What follows belongs to an exercise in optimizing a design on an open flow for small area; a production flow would make more cautious choices. Function was checked by simulation only, so behaviour that the tests miss may differ from the original. The clock input has no modelled driver; a real chip could not lean on it and would need a root buffer or a full tree.

==> run H: inputs <==
==> flow/design.v <==
module cpu (
  input  logic       CLOCK,
  input  logic       RESET,
  input  logic [7:0] read_bus,
  output logic [3:0] ctrl_bus,
  output logic [7:0] addr_bus,
  output logic [7:0] write_bus,
  output logic [7:0] OUT
);
  logic [3:0] st;
  logic       init_slot;
  logic [3:0] ph;    
  logic [7:0] a, l, ip, sp, t, opc, mar;
  logic       fc, fz, fs, fo, cy;
  logic is_cmp, is_arith, is_push, is_pop, is_jmp, is_jcc, is_jump, is_data, is_nop, is_hlt, is_nh;
  assign is_cmp   = (opc[7:6] == 2'b10);
  assign is_arith = (opc[7:6] == 2'b01) | is_cmp;
  assign is_push  = (opc[7:3] == 5'b11000);
  assign is_pop   = (opc[7:3] == 5'b11001);
  assign is_jmp   = (opc == 8'b11010000);
  assign is_jcc   = (opc[7:4] == 4'b1110);
  assign is_jump  = is_jmp | is_jcc;
  assign is_data  = ~(opc[7] & opc[6]) | is_push | is_pop;    
  assign is_nop   = (opc == 8'b11111110);
  assign is_nh    = ~is_data & ~is_jump;                       
  assign is_hlt   = is_nh & ~is_nop;
  logic [2:0] sm, dm;
  assign sm = is_pop ? 3'b101 : is_jump ? 3'b011 : opc[2:0];
  assign dm = is_push ? 3'b101 : is_pop ? opc[2:0] : opc[5:3];
  logic cb, taken;
  always_comb begin
    case (opc[3:1])
      3'b000:  cb = fo;
      3'b001:  cb = fc;
      3'b010:  cb = fz;
      3'b011:  cb = fc | fz;
      3'b100:  cb = fs;
      3'b101:  cb = ~opc[0];
      3'b110:  cb = fs ^ fo;
      default: cb = fz | (fs ^ fo);
    endcase
    taken = is_jmp | (cb ^ opc[0]);
  end
  logic a_bit, d_bit;
  logic [7:0] phs;   
  assign phs = {~ph[2] & ph[3], ~ph[1] & ph[2], ~ph[0] & ph[1], ph[3] & ph[0],
                ph[2] & ~ph[3], ph[1] & ~ph[2], ph[0] & ~ph[1], ~ph[3] & ~ph[0]};
  assign a_bit = |(a & phs);
  assign d_bit = |(read_bus & phs);
  logic xa, xsp, xip, xd, yt, yd, y1, neg, cin;
  logic ld_ip, ld_sp, ld_spl, ld_t, ld_l, clr_l, ld_f, ld_a, ld_opc, sh_mar, ld_mar, we, init;
  logic ph0, ph1, ph7;
  assign ph0 = phs[0];
  assign ph1 = phs[1];
  assign ph7 = phs[7];
  logic s_fa, s_fb, s_sa, s_sb, s_sc, s_da, s_db, s_cm;
  assign s_fa = ~st[3] & ~st[0];
  assign s_fb =  st[0] & ~st[1];
  assign s_sa =  st[1] & ~st[2];
  assign s_sb =  st[2] & ~st[3];
  assign s_sc =  st[3] &  st[0];
  assign s_da = ~st[0] &  st[1];
  assign s_db = ~st[1] &  st[2];
  assign s_cm = ~st[2] &  st[3];
  logic dst_ph, adr_sl, val_sl;
  logic [2:0] m;
  assign dst_ph = s_da | s_db | s_cm;
  assign m      = dst_ph ? dm : sm;
  assign adr_sl = s_sa | s_da;
  assign val_sl = s_sc | s_cm;
  assign xip    = s_fa | (adr_sl & m[1]) | (s_sc & is_jump);
  assign xa     = (adr_sl & ~m[1] & ~m[2]) | (val_sl & (m == 3'b000));
  assign xsp    = s_sb | (adr_sl & ~m[1] & m[2]) | (val_sl & (m == 3'b100));
  assign xd     = (s_sc & ~is_jump & (m[1:0] != 2'b00)) | (s_cm & (m[1] ^ m[0]));
  assign yt     = s_cm;
  assign yd     = s_sc & is_jump & taken;
  assign y1     = s_da & is_push;
  assign neg    = s_cm & is_cmp;
  assign cin    = s_fa | (adr_sl & m[1]) | s_sb;
  assign ld_ip  = (s_fa & ~is_hlt) | (s_sa & m[1] & ~is_nh) | (s_sc & is_jump)
                | (s_da & m[1] & ~m[0] & is_data);
  assign ld_sp  = (s_sb & is_pop) | (s_da & is_push);
  assign ld_spl = s_fa & is_data & (dm == 3'b100);
  assign ld_t   = s_sc;
  assign ld_l   = (s_sc & is_data & ~is_cmp) | (s_cm & is_arith & ~is_cmp);
  assign clr_l  = (s_sa & ~is_data) | init_slot;
  assign init   = init_slot;
  assign ld_f   = s_cm & is_arith;
  assign ld_a   = s_fa & is_data & (dm == 3'b000) & ph0;
  assign ld_opc = s_fb & ph1;
  assign sh_mar = s_fa | s_sa | s_da;
  assign ld_mar = ph1 & (s_sb | s_db) & (m[1:0] == 2'b10);
  assign we     = s_fa & ph0 & is_data & ((dm == 3'b101) | (dm[1:0] == 2'b10));
  logic xb, yb, seen, b, ci, sum, co;
  assign xb   = (xa & a_bit) | (xsp & sp[0]) | (xip & ip[0]) | (xd & d_bit);
  assign yb   = (yt & t[0]) | (yd & d_bit) | y1;
  assign seen = ~ph0 & fo;
  assign b    = yb ^ (neg & seen);
  assign ci   = ph0 ? cin : cy;
  assign sum  = xb ^ b ^ ci;
  assign co   = (xb & b) | (xb & ci) | (b & ci);
  always_ff @(posedge CLOCK) begin
    if (RESET) begin
      st <= 4'b1000;
      init_slot <= 1'b1;
      ph <= 4'd0;
      a  <= 8'd0;
      fc <= 1'b0; fz <= 1'b0; fs <= 1'b0; fo <= 1'b0;
      opc[7:6] <= 2'b00;
      opc[4:3] <= 2'b11;
    end else begin
      ph <= {ph[2:0], ~ph[3]};
      if (ph7) begin
        st <= {st[2:0], ~st[3]};
        init_slot <= 1'b0;
      end
      if (ld_a) a <= l;
      if (ld_f) begin
        fz <= (ph0 | fz) & ~sum;
        fo <= ph7 ? (~xb & ~(yb ^ neg) & sum) : (seen | yb);
        if (ph7) begin
          fs <= sum;
          fc <= co;
        end
      end
      if (ld_opc) begin
        opc[7:6] <= read_bus[7:6];
        opc[4:3] <= read_bus[4:3];
      end
    end
  end
  always_ff @(posedge CLOCK) begin
    cy <= co;
    l  <= {clr_l ? 1'b0 : ld_l ? sum : l[0], l[7:1]};
    ip <= {init | (ld_ip ? sum : ip[0]), ip[7:1]};
    sp <= {init ? ph7 : ld_sp ? sum : ld_spl ? l[0] : sp[0], sp[7:1]};
    t  <= {ld_t ? sum : t[0], t[7:1]};
    if (ld_opc) begin
      opc[5]   <= read_bus[5];
      opc[2:0] <= read_bus[2:0];
    end
    if (ld_mar) mar <= read_bus;
    else if (sh_mar) mar <= {sum, mar[7:1]};
  end
  assign addr_bus  = mar;
  assign write_bus = l;
  assign ctrl_bus  = {2'b00, we, 1'b0};
  assign OUT       = a;
endmodule
==> flow/flow/run.sh <==
#!/bin/bash
# The standard layout (standard.sh) with these changes:
#  - synthesis maps logic with the ABC script flow/abc_area.script (ABC_AREA is 1);
#    everything else in synthesis is the standard one, so the registers are the same;
#  - ports are buffered with sky130_fd_sc_hd__buf_1;
#  - in place of the clock tree, the clock port drives four clkbuf_8, each placed at the
#    centre of a quarter of the flip-flops and driving their clock pins (flow/clock_buffers.tcl).
# make's output goes to standard.log; each step's log is in orfs/logs/.
set -euo pipefail
rm -rf scripts_local
cp -r "$FLOW_HOME/scripts" scripts_local
cp flow/abc_area.script scripts_local/abc_area.script
export SCRIPTS_DIR="$(pwd)/scripts_local"
export BUFFER_PORTS_ARGS="-buffer_cell sky130_fd_sc_hd__buf_1"
export PRE_CTS_TCL="$(pwd)/flow/clock_buffers.tcl"
export CTS_ONE_BUF=sky130_fd_sc_hd__clkbuf_8
export CTS_NBUF=4
bash standard.sh > standard.log 2>&1
==> flow/flow/abc_area.script <==
strash
&get -n
&deepsyn -J 300 -T 200
&st
&dch
&nf -R 1000
&put
strash
&get -n
&deepsyn -J 300 -T 200
&st
&dch
&nf -R 1000
&put
==> flow/flow/clock_buffers.tcl <==
# Replaces clock_tree_synthesis: the clock port drives CTS_NBUF clock buffers,
# each placed at the centre of a group of nearby flip-flops and driving their
# clock pins.
rename clock_tree_synthesis __orig_clock_tree_synthesis
proc cluster_centre { its } {
  set sx 0
  set sy 0
  foreach it $its {
    set bb [[$it getInst] getBBox]
    set sx [expr {$sx + ([$bb xMin] + [$bb xMax]) / 2}]
    set sy [expr {$sy + ([$bb yMin] + [$bb yMax]) / 2}]
  }
  set n [llength $its]
  return [list [expr {$sx / $n}] [expr {$sy / $n}]]
}
proc sort_by { its axis } {
  set keyed {}
  foreach it $its {
    set bb [[$it getInst] getBBox]
    if { $axis == "x" } {
      lappend keyed [list [expr {[$bb xMin] + [$bb xMax]}] $it]
    } else {
      lappend keyed [list [expr {[$bb yMin] + [$bb yMax]}] $it]
    }
  }
  set out {}
  foreach k [lsort -integer -index 0 $keyed] { lappend out [lindex $k 1] }
  return $out
}
proc split_half { its axis } {
  set s [sort_by $its $axis]
  set h [expr {[llength $s] / 2}]
  return [list [lrange $s 0 [expr {$h - 1}]] [lrange $s $h end]]
}
proc clock_tree_synthesis { args } {
  set db [ord::get_db]
  set block [ord::get_db_block]
  set master [$db findMaster $::env(CTS_ONE_BUF)]
  set nbuf $::env(CTS_NBUF)
  set clk [$block findNet CLOCK]
  set sinks [$clk getITerms]
  puts "manual clock buffering: [llength $sinks] clock sinks, $nbuf x $::env(CTS_ONE_BUF)"
  set groups [list $sinks]
  if { $nbuf >= 2 } { set groups [split_half $sinks x] }
  if { $nbuf >= 4 } {
    set g {}
    foreach h $groups { foreach q [split_half $h y] { lappend g $q } }
    set groups $g
  }
  set i 0
  foreach grp $groups {
    set inst [odb::dbInst_create $block $master clkbuf_leaf_$i]
    set net [odb::dbNet_create $block clknet_leaf_$i]
    $net setSigType CLOCK
    foreach it $grp {
      $it disconnect
      $it connect $net
    }
    [$inst findITerm A] connect $clk
    [$inst findITerm X] connect $net
    lassign [cluster_centre $grp] x y
    $inst setLocation $x $y
    $inst setPlacementStatus PLACED
    puts "  clkbuf_leaf_$i: [llength $grp] sinks at $x $y"
    incr i
  }
  set_propagated_clock [all_clocks]
}
==> flow/standard.sh <==
#!/bin/bash
# synth_recipe.tcl (not shown) runs the flow's synth.tcl, then flattens the netlist and writes it again
# the make line also repeats each setting of config.mk as NAME=value (left out here)
make -C /OpenROAD-flow-scripts/flow DESIGN_CONFIG=/design/flow/config.mk WORK_HOME=/design/flow/orfs CLKGATE_MAP_FILE= SYNTH_SCRIPT=/design/flow/synth_recipe.tcl "${@:-finish}"
==> flow/config.mk <==
export PLATFORM = sky130hd
export DESIGN_NAME = cpu
export DESIGN_NICKNAME = cpu
export VERILOG_FILES = /design/flow/design.v
export SDC_FILE = /design/flow/constraint.sdc
export NUM_CORES = 4
export LEC_CHECK = 0
export ABC_AREA = 1
export CAP_MARGIN = 20
export CORE_MARGIN = 2
export CORE_UTILIZATION = 70
export SLEW_MARGIN = 20
==> flow/constraint.sdc <==
create_clock -name core_clock -period 5.0 [get_ports {CLOCK}]
set_input_delay 1.0000 -clock core_clock [delete_from_list [all_inputs] [get_ports {CLOCK}]]
set_output_delay 1.0000 -clock core_clock [all_outputs]
set_load 0.01 [all_outputs]
==> inputs of run P, as changes to run H <==
--- a/flow/design.v
+++ b/flow/design.v
@@ -65,5 +65,5 @@
   logic dst_ph, adr_sl, val_sl;
   logic [2:0] m;
-  assign dst_ph = s_da | s_db | s_cm;
+  assign dst_ph = s_fa | s_da | s_db | s_cm;    
   assign m      = dst_ph ? dm : sm;
   assign adr_sl = s_sa | s_da;
@@ -81,5 +81,5 @@
                 | (s_da & m[1] & ~m[0] & is_data);
   assign ld_sp  = (s_sb & is_pop) | (s_da & is_push);
-  assign ld_spl = s_fa & is_data & (dm == 3'b100);
+  assign ld_spl = s_fa & is_data & (m == 3'b100);
   assign ld_t   = s_sc;
   assign ld_l   = (s_sc & is_data & ~is_cmp) | (s_cm & is_arith & ~is_cmp);
@@ -87,9 +87,9 @@
   assign init   = init_slot;
   assign ld_f   = s_cm & is_arith;
-  assign ld_a   = s_fa & is_data & (dm == 3'b000) & ph0;
+  assign ld_a   = s_fa & is_data & (m == 3'b000) & ph0;
   assign ld_opc = s_fb & ph1;
   assign sh_mar = s_fa | s_sa | s_da;
   assign ld_mar = ph1 & (s_sb | s_db) & (m[1:0] == 2'b10);
-  assign we     = s_fa & ph0 & is_data & ((dm == 3'b101) | (dm[1:0] == 2'b10));
+  assign we     = s_fa & ph0 & is_data & ((m == 3'b101) | (m[1:0] == 2'b10));
   logic xb, yb, seen, b, ci, sum, co;
   assign xb   = (xa & a_bit) | (xsp & sp[0]) | (xip & ip[0]) | (xd & d_bit);
==> flow/flow/run.sh (replaced) <==
#!/bin/bash
# The standard layout (standard.sh) with these changes:
#  - synthesis skips the extraction of full and half adders (ADDER_MAP_FILE is empty), so that
#    ABC maps all of the logic;
#  - synthesis maps logic with the ABC script flow/abc_area.script (ABC_AREA is 1). Synthesis
#    runs once for each ABC random seed in SEEDS and the smallest netlist is kept; everything
#    else in synthesis is the standard one, so the registers are the same in every run;
#  - ports are buffered with sky130_fd_sc_hd__buf_1;
#  - in place of the clock tree, the clock port drives four clkbuf_8, each placed at the
#    centre of a quarter of the flip-flops and driving their clock pins (flow/clock_buffers.tcl).
# Logs: make's output in synth_seed*.log and standard.log; each seed's Yosys log in
# yosys_seed*.log; each step's log in orfs/logs/.
set -euo pipefail
W=$(pwd)
R=$W/orfs/results/sky130hd/cpu/base
REP=$W/orfs/reports/sky130hd/cpu/base
LOGD=$W/orfs/logs/sky130hd/cpu/base
SEEDS="0 1 2 3 4 5 6 7"
for S in $SEEDS; do
  rm -rf scripts_s$S
  cp -r "$FLOW_HOME/scripts" scripts_s$S
  sed "s/@SEED@/$S/g" flow/abc_area.script > scripts_s$S/abc_area.script
done
export ADDER_MAP_FILE=
export BUFFER_PORTS_ARGS="-buffer_cell sky130_fd_sc_hd__buf_1"
export PRE_CTS_TCL="$W/flow/clock_buffers.tcl"
export CTS_ONE_BUF=sky130_fd_sc_hd__clkbuf_8
export CTS_NBUF=4

best_area=""
first=1
for S in $SEEDS; do
  if [ $first = 1 ]; then
    SCRIPTS_DIR=$W/scripts_s$S bash standard.sh synth > synth_seed$S.log 2>&1
    first=0
  else
    SCRIPTS_DIR=$W/scripts_s$S bash standard.sh do-yosys > synth_seed$S.log 2>&1
  fi
  cp $LOGD/1_2_yosys.log yosys_seed$S.log
  area=$(sed -n "s/.*Chip area for module '\\\\cpu': \([0-9.]*\).*/\1/p" $REP/synth_stat.txt | head -1)
  echo "seed $S: area $area" | tee -a synth_seeds.txt
  if [ -z "$best_area" ] || awk -v a="$area" -v b="$best_area" 'BEGIN { exit !(a < b) }'; then
    best_area=$area
    cp $R/1_2_yosys.v best_1_2_yosys.v
    cp $REP/synth_stat.txt best_synth_stat.txt
    echo "seed $S is the best so far" | tee -a synth_seeds.txt
  fi
done
cp best_1_2_yosys.v $R/1_2_yosys.v
cp best_synth_stat.txt $REP/synth_stat.txt
touch $R/1_2_yosys.v
SCRIPTS_DIR=$W/scripts_s0 bash standard.sh > standard.log 2>&1
==> flow/flow/abc_area.script (replaced) <==
strash
&get -n
&deepsyn -J 300 -T 200 -S @SEED@
&st
&dch
&nf -R 1000
&put
strash
&get -n
&deepsyn -J 300 -T 200 -S @SEED@
&st
&dch
&nf -R 1000
&put
==> impl_metrics.prom <==
# TYPE chip_impl_metric gauge
chip_impl_metric{name="synth.top_cell.area_share",unit="%"} 45.1
chip_impl_metric{name="simple_gate_portion_of_the_synthesized_area",unit="%"} 15.5
chip_impl_metric{name="detailroute.wirelength.met2",unit="µm"} 2800
chip_impl_metric{name="multi_input_comb_area",unit="µm²"} 980
chip_impl_metric{name="report.power.total",unit="µW"} 824
chip_impl_info{name="whs_endpoint",value="t[0]"} 1
chip_impl_metric{name="power.clock.fraction",unit="%"} 24.5
chip_impl_info{name="outcome",value="no timing/DRC/antenna violations"} 1
chip_impl_metric{name="layout.cells.non_filler",unit=""} 340
-- figures above: run P

==> impl_metrics.prom <==
# TYPE chip_impl_metric gauge
chip_impl_info{name="outcome",value="no timing/DRC/antenna violations"} 1
chip_impl_metric{name="simple_gate_portion_of_the_synthesized_area",unit="%"} 17.8
chip_impl_metric{name="synth.top_cell.area_share",unit="%"} 42.9
chip_impl_metric{name="power.clock.fraction",unit="%"} 24.6
chip_impl_metric{name="layout.cells.non_filler",unit=""} 353
chip_impl_metric{name="multi_input_comb_area",unit="mm²"} 0.00111
-- figures above: run H

In every run of this note, the design's own scripts or RTL, not TritonCTS, make the clock network.

==> separate check: timing with driven ports <==
The flow's constraints put no driver on any port. The routed layouts listed below were extracted and timed again, unchanged, in two steps. Step 1 assumes that a clkbuf_16 drives the clock port and a buf_2 every other input. Step 2, shift: input delay + t, output delay - t, t = (earliest + latest rising clock arrival at the registers) / 2. This alone moves slack from input paths to output paths. a / b / c = ideal / step 1 / step 2; a / b = the first two.
| run | shift t [ns] | setup slack, ns | hold slack, ns | latest minus earliest clock arrival (ns) | worst slew at a driven data input, ns |
|---|---|---|---|---|---|
| run H | 0.211 | 1.243 / 1.243 / 1.243 | 0.322 / 0.322 / 0.322 | 0.010 / 0.011 | 0.04 |
| run P | 0.209 | 1.042 / 0.988 / 1.098 | 0.323 / 0.323 / 0.323 | 0.011 / 0.011 | 0.03 |
After both steps every run listed still meets setup and hold.
